This is an optimization exercise on Yosys and OpenROAD, whose aim is small area and a short achievable clock period, not a production implementation. At most, simulation tests tie the RTL to the original design; equivalence was not proved. The flow treats the clock pin as an ideal source. Dropping or thinning the clock tree relies on that and would not hold on a real chip. Power and IR drop assume default switching activity.

Setup of north:
Design stopwatch_01, start of the top module:
module stopwatch_01(clk,rst,key_reset,key_start_pasue,key_display_stop,hex0,hex1,hex2,hex3,hex4,hex5,hex6,hex7,led0,led1,led2,led3);
Size: about 610 cells after synthesis, roughly 83 flip-flops, roughly 65 I/O pins, about 4000 sq um of cells after synthesis.
export LEC_CHECK = 0
export ABC_AREA = 1
export CAP_MARGIN = 20
export CORE_MARGIN = 2
export CORE_UTILIZATION = 50
export SETUP_SLACK_MARGIN = 3.0
export SLEW_MARGIN = 20
export SYNTH_HIERARCHICAL = 1
export BUFFER_PORTS_ARGS = -buffer_cell sky130_fd_sc_hd__buf_1
export PRE_CTS_TCL = /design/flow/flow/cts_pre.tcl
create_clock -name core_clock -period 5.0 [get_ports {clk}]
standard.sh (not shown) runs the stock make flow with config.mk's settings and CLKGATE_MAP_FILE= SYNTH_SCRIPT=/design/flow/synth_recipe.tcl, a recipe that flattens the netlist after the stock synthesis.
==> flow/flow/run.sh <==
#!/bin/bash
# The standard ORFS layout with two changes:
#  - port buffers are buf_1 cells (BUFFER_PORTS_ARGS),
#  - the clock is buffered by flow/cts_pre.tcl (four clkbuf_16 from the clock
#    port) in place of TritonCTS.
# The make output of the whole flow goes to flow_make.log here; ORFS keeps each
# step's own log under orfs/logs.
set -euo pipefail
here=$(pwd)
cat >> config.mk <<MK
export BUFFER_PORTS_ARGS = -buffer_cell sky130_fd_sc_hd__buf_1
export PRE_CTS_TCL = $here/flow/cts_pre.tcl
MK
bash standard.sh > flow_make.log 2>&1
==> flow/flow/cts_pre.tcl <==
# Runs at the start of ORFS's CTS step (PRE_CTS_TCL). Instead of TritonCTS's
# two-level tree, the clock port drives four clkbuf_16 cells, each driving the
# flip-flops of one quarter of the die (sinks split by x, then y), so every register's
# clock arrives through one buffer with no deliberate skew.
source [file join [file dirname [info script]] clkbuf.tcl]
insert_clock_buffers 4 sky130_fd_sc_hd__clkbuf_16
rename clock_tree_synthesis tritoncts_unused
proc clock_tree_synthesis {args} {
  set_propagated_clock [all_clocks]
}
Other scripts of this flow, unchanged in this note and not shown: flow/flow/clkbuf.tcl
#### Input delta (south over north)
-- flow/flow/cts_pre.tcl --
<<< north, line 2
# two-level tree, the clock port drives four clkbuf_16 cells, each driving the
# flip-flops of one quarter of the die (sinks split by x, then y), so every register's
# clock arrives through one buffer with no deliberate skew.
>>> south, line 2
# two-level tree, the clock port drives four clkbuf_16 cells, each driving the
# flip-flops of one quarter of the die (sinks split by x), so every register's
# clock arrives through one buffer with no deliberate skew.
Combinational power essentially unchanged between south and north.
[compare] base=north new=south: count of maximum capacitance violations now sits at about the same level, reported leakage power now sits at about the same level, via count now sits at about the same level, fraction of the mapped netlist area in adder cells now sits at about the same level, inverter count now sits at about the same level.
From south to north, register bit total from synthesis did not move at all.
Between south and north, the difference in clock-pin slew on the worst setup and hold paths is negligible.
Count of cell instances traversed by the critical path came out exactly the same in south and north.
south and north ended up with roughly the same register share of the cell area.
Between south and north, the maximum cell stage delay along the critical path does not differ in any meaningful way.
No run of this note takes its clock network from TritonCTS; it comes from the design's own scripts or RTL.

* * *

== rev 12 ==
stopwatch_01, a different RTL version from the one above (not shown whole).
For scale: roughly 580 cells after synthesis, about 83 flip-flops.
export LEC_CHECK = 0
export ABC_AREA = 1
export CAP_MARGIN = 20
export CORE_MARGIN = 2
export CORE_UTILIZATION = 50
export SLEW_MARGIN = 20
export SYNTH_HIERARCHICAL = 1
export BUFFER_PORTS_ARGS = -buffer_cell sky130_fd_sc_hd__buf_1
create_clock -name core_clock -period 5.0 [get_ports {clk}]
==> flow/flow/run.sh <==
#!/bin/bash
# Standard ORFS layout, with the port buffers inserted as small buf_1 cells
# instead of the default pick. All tool output goes to flow_make.log.
set -euo pipefail
cat >> config.mk <<'MK'
export BUFFER_PORTS_ARGS = -buffer_cell sky130_fd_sc_hd__buf_1
MK
bash standard.sh > flow_make.log 2>&1
Rev 12 did not stop at any stage, and its layout met the timing, DRC and antenna checks.
diff inputs: rev 12 => rev 13
Settings: SETUP_SLACK_MARGIN: unset -> 2.9.
==> comparison <==
Rev 13: no failed stages, no open violations at the end
When the final numbers for rev 13 and rev 12 were put side by side, the clock network power share turned out to be greater in rev 12.
Non-clock inverter instance count of the final layout: rev 12 vs rev 13, no meaningful difference
On post-CTS setup repair buffer count: between rev 13 and rev 12, it ends up lower for rev 12.
Rev 13 against rev 12: count of TritonRoute iterations in the first routing pass went up by 2, remaining number of nets flagged by the antenna check after routing was more or less identical, ratio of cells with drive above 1 in the final layout went up by 16 points.
Diff rev 12 -> rev 13 | largest fanout on the critical path | decrease of 26
Diff rev 12 -> rev 13: critical path depth higher, post-route worst setup slack higher, buffer count excluding the clock tree in the final layout higher.

* * *

stopwatch_01, a different RTL version from the one above (not shown whole).
Size in the first run: ~510 cells after synthesis, roughly 83 flip-flops.
Settings: LEC_CHECK=0, ABC_AREA=1, CAP_MARGIN=20, CORE_MARGIN=2, CORE_UTILIZATION=70, SLEW_MARGIN=20, BUFFER_PORTS_ARGS=-buffer_cell sky130_fd_sc_hd__buf_1; clock period 5.0 ns.
Scripts as last shown in full above: flow/flow/run.sh
Next try:
==> flow/run.sh (new file) <==
#!/bin/bash
# synth_recipe.tcl (not shown) runs the flow's synth.tcl, then flattens the netlist and writes it again
# the make line also repeats each setting of config.mk as NAME=value (left out here)
make -C /OpenROAD-flow-scripts/flow DESIGN_CONFIG=/design/flow/config.mk WORK_HOME=/design/flow/orfs CLKGATE_MAP_FILE= SYNTH_SCRIPT=/design/flow/synth_recipe.tcl finish
Settings changed: ABC_AREA 1 to not set, BUFFER_PORTS_ARGS -buffer_cell sky130_fd_sc_hd__buf_1 to not set, CORE_UTILIZATION 70 to 40.
removed: flow/flow/run.sh
removed: flow/standard.sh
The new run finished clean.
Core utilization shrinks by 32 points.
Final cell count shrinks by 0.61%.
Total power shrinks by 2.2%.
Synthesized area grows by 1.6%.
Routed wire length grows by 3.6%.
Global-route usage shrinks by 10 points.
No functional check of the RTL was part of any run of this note.

* * *

Another version of the RTL of stopwatch_01 (not shown whole).
For scale: roughly 500 cells after synthesis, roughly 83 flip-flops.
Settings: LEC_CHECK=0, ABC_AREA=1, CAP_MARGIN=20, CORE_MARGIN=2, CORE_UTILIZATION=45, SETUP_SLACK_MARGIN=2.9, SLEW_MARGIN=20, BUFFER_PORTS_ARGS=-buffer_cell sky130_fd_sc_hd__buf_1; clock period 5.0 ns.
==> flow/flow/run.sh <==
#!/bin/bash
# Standard ORFS layout, with the port buffers inserted as small buf_1 cells
# instead of the default pick. All tool output goes to flow_make.log.
set -euo pipefail
cat >> config.mk <<'MK'
export BUFFER_PORTS_ARGS = -buffer_cell sky130_fd_sc_hd__buf_1
MK
bash standard.sh > flow_make.log 2>&1
The starting point went through all stages and came out clean.
Next try:
--- a/flow/config.mk
+++ b/flow/config.mk
@@ -11,2 +11 @@
-export CORE_UTILIZATION = 45
-export SETUP_SLACK_MARGIN = 2.9
+export CORE_UTILIZATION = 50
What happened:
- The changed run completed without violations
- total power fell by 4.2%
- die area fell by 9.6%
- sequential power barely changes
- count of clock-buffer cells in the layout went up by 1
- via count decreases by 14%
- worst setup slack is worse by 0.16 ns
- wire length is lower by 27%
Function was not checked in any run of this note: the RTL went through the layout flow alone.

what the ideal ports hide:
In the flow no input, the clock included, has a driving cell. The finished layouts below were timed again as built, in two steps. Step 1 assumes that a clkbuf_16 drives the clock port and a buf_2 every other input. Step 2 moves the port delays by t, midway between the first and last clock arrival at a register: inputs arrive t later, outputs are due t later. That takes back most of the time a late clock gives input paths. Three values: ideal, step 1, step 2; two values: the first two.
| run | t (ns) | setup WS [ns] | worst setup path at the end | worst slew at a driven data input, ns | pins driven straight from the clock port |
|---|---|---|---|---|---|
| north | 0.221 | 3.006 / 3.016 / 2.808 | input to register | 0.07 | 4 |
| south | 0.221 | 3.006 / 3.016 / 2.808 | input to register | 0.07 | 4 |
| rev 12 | 0.373 | 2.171 / 2.184 / 1.811 | input to register | 0.03 | 1 |
| rev 13 | 0.377 | 2.913 / 2.896 / 2.519 | input to register | 0.06 | 1 |
| the first run of note 3 | 0.369 | 2.265 / 2.236 / 1.979 | input to register | 0.03 | 1 |
| the second run of note 3 | 0.367 | 1.890 / 1.860 / 1.840 | input to register | 0.03 | 1 |
| the first run of note 4 | 0.394 | 2.477 / 2.443 / 2.394 | input to register | 0.06 | 1 |
| the second run of note 4 | 0.367 | 2.321 / 2.328 / 1.961 | input to register | 0.03 | 1 |
After both steps setup and hold are still met in every run listed. For rev 13, which loses most, drivers alone change the setup slack by -0.017 ns; drivers and shift together by -0.394 ns.
